From an optimization exercise on the open Yosys and OpenROAD flow, aimed at small area, a short achievable clock period and few clock cycles; shortcuts taken in it are not production practice.
In this exercise RTL edits were held to simulation tests only and were not proved equivalent to the original.
No activity file was given, so power comes from the tool's default toggle rates.

==> inputs of raven <==
// rv32i_core
module rv32i_core #(
  parameter logic [31:0] RESET_VECTOR = 32'h0000_0000
) (
  input  logic        clk_i,
  input  logic        rst_ni,
  output logic        instr_req_o,
  input  logic        instr_gnt_i,
  input  logic        instr_rvalid_i,
  output logic [31:0] instr_addr_o,
  input  logic [31:0] instr_rdata_i,
  output logic        data_req_o,
  output logic        data_we_o,
  output logic [3:0]  data_be_o,
  output logic [31:0] data_addr_o,
  output logic [31:0] data_wdata_o,
  input  logic        data_rvalid_i,
  input  logic [31:0] data_rdata_i,
  input  logic        irq_timer_i,
  input  logic        irq_external_i,
  input  logic        irq_soft_i,
  input  logic        dbg_req_i,
  output logic        dbg_halted_o
);
==> flow/config.mk <==
export PLATFORM = sky130hd
export DESIGN_NAME = rv32i_core
export DESIGN_NICKNAME = rv32i_core
export VERILOG_FILES = /design/flow/design.v
export SDC_FILE = /design/flow/constraint.sdc
export NUM_CORES = 4
export LEC_CHECK = 0
export CAP_MARGIN = 20
export CORE_MARGIN = 2
export CORE_UTILIZATION = 40
export PLACE_DENSITY = 0.6
export SETUP_SLACK_MARGIN = 4.0
export SLEW_MARGIN = 20
export TNS_END_PERCENT = 100
==> flow/constraint.sdc <==
create_clock -name core_clock -period 8.0 [get_ports {clk_i}]
set_input_delay 1.6000 -clock core_clock [delete_from_list [all_inputs] [get_ports {clk_i}]]
set_output_delay 1.6000 -clock core_clock [all_outputs]
set_load 0.01 [all_outputs]
run.sh (not shown) runs the stock make flow with config.mk's settings and CLKGATE_MAP_FILE= SYNTH_SCRIPT=/design/flow/synth_recipe.tcl, a recipe that flattens the netlist after the stock synthesis.
==> xenon: changes against raven <==
--- a/flow/design.v
+++ b/flow/design.v
@@ -57,30 +57,32 @@
   input  logic        dbg_req_i,
   output logic        dbg_halted_o
 );
   logic [31:2] pc_q;         
   logic [1:0]  ocnt_q;       
   logic [1:0]  dcnt_q;       
-  logic [1:0]  qcnt_q;       
-  logic [31:0] buf0_q, buf1_q;
+  logic        bvalid_q;     
+  logic [31:0] buf_q;
   logic [31:2] dpc_q;        
   logic        x_redirect_q;  
   logic        xd_redirect_q;  
   logic        e_valid_q;
   logic [31:0] e_a_q, e_b_q;
   logic [11:0] e_simm_q;
   logic [31:2] e_alt_q;
   logic [31:2] e_tgt_q;      
+  logic [4:0]  e_sh_q;       
   logic [2:0]  e_asel_q;     
   logic [3:0]  e_bsel_q;     
   logic [2:0]  e_dsel_q;     
   logic        e_sub_q;
   logic        e_r_add_q, e_r_slt_q, e_r_sltu_q, e_r_xor_q, e_r_or_q, e_r_and_q,
                e_r_sh_q, e_r_link_q;
   logic        e_sh_left_q, e_sh_arith_q;
-  logic        e_branch_q, e_jalr_q, e_pred_q;
+  logic        e_jalr_q;
+  logic        e_br_eq_q, e_br_lts_q, e_br_ltu_q, e_br_inv_q;
   logic [2:0]  e_f3_q;
   logic        e_load_q, e_store_q, e_we_q;
   logic [4:0]  e_rd_q;
   logic        m_valid_q;
   logic [31:0] m_res_q;
   logic [31:0] m_wdata_q;
@@ -121,20 +123,20 @@
   logic        d_stall;
   logic        fetch;         
   logic        e_redirect;
   logic [31:2] e_target;
   logic        d_redirect;
   logic [31:2] d_target;
-  assign instr_req_o  = ({1'b0, ocnt_q} + {1'b0, qcnt_q}) < 3'd2;
+  assign instr_req_o  = ({1'b0, ocnt_q} + {2'b00, bvalid_q}) < 3'd2;
   logic [31:2] fa;
   assign fa           = x_redirect_q ? e_tgt_q : pc_q;
   assign instr_addr_o = {fa, 2'b00};
   assign fetch        = instr_req_o && instr_gnt_i;
   assign resp    = instr_rvalid_i && (dcnt_q == 2'd0);
-  assign d_valid = (qcnt_q != 2'd0) || resp;
-  assign d_ins   = (qcnt_q != 2'd0) ? buf0_q : instr_rdata_i;
+  assign d_valid = bvalid_q || resp;
+  assign d_ins   = bvalid_q ? buf_q : instr_rdata_i;
   logic [4:0] opc;
   logic [2:0] f3;
   logic [4:0] rs1, rs2, rd;
   logic op_load, op_imm, op_auipc, op_store, op_op, op_lui, op_branch, op_jalr, op_jal;
   logic use_rs1, use_rs2, writes_rd;
   assign opc = d_ins[6:2];
@@ -216,36 +218,31 @@
   assign lt_s = (alu_a[31] ^ alu_b[31]) ? alu_a[31] : sum[31];
   assign eq   = (alu_a == alu_b);
   function automatic logic [31:0] rev32(input logic [31:0] x);
     for (int i = 0; i < 32; i++) rev32[i] = x[31-i];
   endfunction
   assign sh_in  = e_sh_left_q ? rev32(alu_a) : alu_a;
-  assign sh_r   = $signed({e_sh_arith_q & alu_a[31], sh_in}) >>> alu_b[4:0];
+  logic [4:0] shamt;
+  assign shamt  = ({5{e_bsel_q[0]}} & e_sh_q) |
+                  ({5{e_bsel_q[1]}} & m_res_q[4:0]) |
+                  ({5{e_bsel_q[2]}} & w_res_q[4:0]);
+  assign sh_r   = $signed({e_sh_arith_q & alu_a[31], sh_in}) >>> shamt;
   assign sh_out = e_sh_left_q ? rev32(sh_r[31:0]) : sh_r[31:0];
   assign e_res = ({32{e_r_add_q}}  & sum) |
                  ({32{e_r_slt_q}}  & {31'd0, lt_s}) |
                  ({32{e_r_sltu_q}} & {31'd0, lt_u}) |
                  ({32{e_r_xor_q}}  & (alu_a ^ alu_b)) |
                  ({32{e_r_or_q}}   & (alu_a | alu_b)) |
                  ({32{e_r_and_q}}  & (alu_a & alu_b)) |
                  ({32{e_r_sh_q}}   & sh_out) |
                  ({32{e_r_link_q}} & {e_alt_q, 2'b00});
-  always_comb begin
-    case (e_f3_q)
-      3'b000:  br_cond = eq;
-      3'b001:  br_cond = !eq;
-      3'b100:  br_cond = lt_s;
-      3'b101:  br_cond = !lt_s;
-      3'b110:  br_cond = lt_u;
-      default: br_cond = !lt_u;
-    endcase
-  end
+  assign br_cond = ((e_br_eq_q & eq) | (e_br_lts_q & lt_s) | (e_br_ltu_q & lt_u)) ^ e_br_inv_q;
   logic e_live;
   assign e_live     = e_valid_q && !x_redirect_q;
   assign e_redirect = e_live && !hold &&
-                      ((e_branch_q && (br_cond != e_pred_q)) || e_jalr_q);
+                      (br_cond || e_jalr_q);
   assign e_target   = e_jalr_q ? sum[31:2] : e_alt_q;
   assign data_req_o   = m_valid_q && (m_load_q || m_store_q) && !m_issued_q;
   assign data_we_o    = m_store_q;
   assign data_addr_o  = m_res_q;
   assign data_wdata_o = m_wdata_q;
   always_comb begin
@@ -255,51 +252,51 @@
       default: data_be_o = 4'b1111;
     endcase
   end
   assign dbg_halted_o = 1'b0;
   logic [1:0] ocnt_n;
   assign ocnt_n = ocnt_q + {1'b0, fetch} - {1'b0, instr_rvalid_i};
+  logic cleanup, overflow;
+  assign cleanup  = x_redirect_q || xd_redirect_q;
+  assign overflow = bvalid_q && resp && !d_adv && !cleanup;
   always_ff @(posedge clk_i or negedge rst_ni) begin
     if (!rst_ni) begin
-      pc_q   <= RESET_VECTOR[31:2];
-      dpc_q  <= RESET_VECTOR[31:2];
-      ocnt_q <= 2'd0;
-      dcnt_q <= 2'd0;
-      qcnt_q <= 2'd0;
-      x_redirect_q <= 1'b0;
-      xd_redirect_q <= 1'b0;
+      pc_q          <= RESET_VECTOR[31:2];
+      ocnt_q        <= 2'd0;
+      dcnt_q        <= 2'd0;
+      bvalid_q      <= 1'b0;
+      x_redirect_q  <= 1'b0;
+      xd_redirect_q <= 1'b1;
     end else begin
-      ocnt_q       <= ocnt_n;
+      ocnt_q        <= ocnt_n;
       x_redirect_q  <= e_redirect;
       xd_redirect_q <= d_redirect;
       if (d_redirect)      pc_q <= d_target;
+      else if (overflow)   pc_q <= d_pc4;
       else if (fetch)      pc_q <= fa + 30'd1;
       else                 pc_q <= fa;
-      if (x_redirect_q || xd_redirect_q) begin
-        dpc_q  <= fa;
-        dcnt_q <= ocnt_q - {1'b0, instr_rvalid_i};
-        qcnt_q <= 2'd0;
+      if (cleanup) begin
+        dcnt_q   <= ocnt_q - {1'b0, instr_rvalid_i};
+        bvalid_q <= 1'b0;
+      end else if (overflow) begin
+        dcnt_q   <= ocnt_n;
       end else begin
-        if (d_adv) dpc_q <= d_pc4;
         if (instr_rvalid_i && dcnt_q != 2'd0) dcnt_q <= dcnt_q - 2'd1;
-        qcnt_q <= qcnt_q + {1'b0, resp} - {1'b0, d_adv};
+        bvalid_q <= bvalid_q ? (!d_adv || resp) : (resp && !d_adv);
       end
     end
   end
   always_ff @(posedge clk_i) begin
+    if (cleanup)    dpc_q <= fa;
+    else if (d_adv) dpc_q <= d_pc4;
+  end
+  always_ff @(posedge clk_i) begin
     e_tgt_q <= e_target;
   end
   always_ff @(posedge clk_i) begin
-    case (qcnt_q)
-      2'd0: if (resp && !d_adv) buf0_q <= instr_rdata_i;
-      2'd1: begin
-        if (d_adv) buf0_q <= instr_rdata_i;
-        else       buf1_q <= instr_rdata_i;
-      end
-      default: if (d_adv) buf0_q <= buf1_q;
-    endcase
+    if (resp && (bvalid_q ? d_adv : !d_adv)) buf_q <= instr_rdata_i;
   end
   always_ff @(posedge clk_i or negedge rst_ni) begin
     if (!rst_ni) begin
       e_valid_q <= 1'b0;
     end else if (!hold) begin
       e_valid_q <= d_adv;
@@ -307,16 +304,17 @@
       e_valid_q <= 1'b0;
     end
   end
   always_ff @(posedge clk_i) begin
     if (!hold) begin
       e_a_q    <= op_lui ? 32'd0 : (op_auipc ? {dpc_q, 2'b00} : rd1);
+      e_sh_q   <= op_op ? rd2[4:0] : d_ins[24:20];
       e_b_q    <= (op_op | op_branch | op_store) ? rd2 :
                   ((op_lui | op_auipc) ? imm_u : imm_i);
       e_simm_q <= {d_ins[31:25], d_ins[11:7]};
-      e_alt_q  <= (op_branch && !d_ins[31]) ? d_tgt : d_pc4;
+      e_alt_q  <= (!d_ins[31] && !d_ins[2]) ? d_tgt : d_pc4;
       e_asel_q[1] <= use_rs1 && e_hit1 && !op_auipc && !op_lui;
       e_asel_q[2] <= use_rs1 && !e_hit1 && m_hit1;
       e_asel_q[0] <= !(use_rs1 && (e_hit1 || m_hit1));
       e_bsel_q[3] <= op_store;
       e_bsel_q[1] <= (op_op | op_branch) && e_hit2;
       e_bsel_q[2] <= (op_op | op_branch) && !e_hit2 && m_hit2;
@@ -334,15 +332,17 @@
       e_r_or_q     <= (op_op || op_imm) && f3 == 3'b110;
       e_r_and_q    <= (op_op || op_imm) && f3 == 3'b111;
       e_r_sh_q     <= (op_op || op_imm) && f3[1:0] == 2'b01;
       e_r_link_q   <= op_jal || op_jalr;
       e_sh_left_q  <= !f3[2];
       e_sh_arith_q <= d_ins[30];
-      e_branch_q   <= op_branch;
+      e_br_eq_q    <= op_branch && !f3[2];
+      e_br_lts_q   <= op_branch && f3[2:1] == 2'b10;
+      e_br_ltu_q   <= op_branch && f3[2:1] == 2'b11;
+      e_br_inv_q   <= op_branch && (f3[0] ^ d_ins[31]);
       e_jalr_q     <= op_jalr;
-      e_pred_q     <= d_ins[31];
       e_f3_q       <= f3;
       e_load_q     <= op_load;
       e_store_q    <= op_store;
       e_we_q       <= writes_rd;
       e_rd_q       <= rd;
     end
--- a/flow/config.mk
+++ b/flow/config.mk
@@ -5,10 +5,11 @@
 export SDC_FILE = /design/flow/constraint.sdc
 export NUM_CORES = 4
 export LEC_CHECK = 0
 export CAP_MARGIN = 20
 export CORE_MARGIN = 2
 export CORE_UTILIZATION = 40
+export CTS_BUF_LIST = sky130_fd_sc_hd__clkbuf_8
 export PLACE_DENSITY = 0.6
 export SETUP_SLACK_MARGIN = 4.0
 export SLEW_MARGIN = 20
 export TNS_END_PERCENT = 100
==> run summary <==
quantity                                                                         xenon       raven
Result of the run                                     no timing/DRC/antenna violations  no timing/DRC/antenna violations
Proportion of register bits with asynchronous set or reset after synthesis      0.0297      0.0513
Fin cells                                                                         8431        8711
Diodes inserted                                                                     17          23
CTS buffer count                                                                   224         151
Sequential element share of the synthesized area                                 0.599       0.596
Share of total power consumed by net switching                                   0.417       0.462
Share of post-route cells with drive strength above 1                            0.228       0.249
Layout buffer count excluding clock buffers                                        723         857
Met3 routing resource usage after global routing                                 0.169       0.174
Data arrival time of the worst path                                            5.15 ns     5.04 ns
Sequential cell area                                                        41000 um^2  41500 um^2
Detailed placer's ending HPWL                                                211000 um   209000 um
Synthesized netlist cell count                                                    5431        5613
Testbench counts of raven, summed over its fixed seeds: cycles 18,927.
Testbench counts of xenon, summed over its fixed seeds: cycles 18,927.

## separate check: timing with driven ports
How much do the figures lean on ideal ports? The routed layouts below were timed once more, with nothing changed but the port constraints. Step 1: set_driving_cell puts a clkbuf_16 on clk_i and a buf_2 on each other input, an assumption about the parent block. Step 2, shift: input delay + t, output delay - t, t = (earliest + latest rising clock arrival at the registers) / 2. This alone moves slack from input paths to output paths. Three values: no drivers, after step 1, after step 2; two values: the first two.
run	t, ns	setup slack, ns	hold slack, ns	worst setup path after step 2	worst register clock-pin slew, ns
raven	0.907	3.659 / 3.659 / 2.808	0.454 / 0.454 / 0.454	input to register	0.07 / 0.07
xenon	1.090	3.717 / 3.717 / 2.865	0.420 / 0.420 / 0.420	input to register	0.08 / 0.08
After both steps setup and hold are still met in every run listed. For xenon, which loses most, drivers alone change the setup slack by 0.000 ns; drivers and shift together by -0.852 ns.
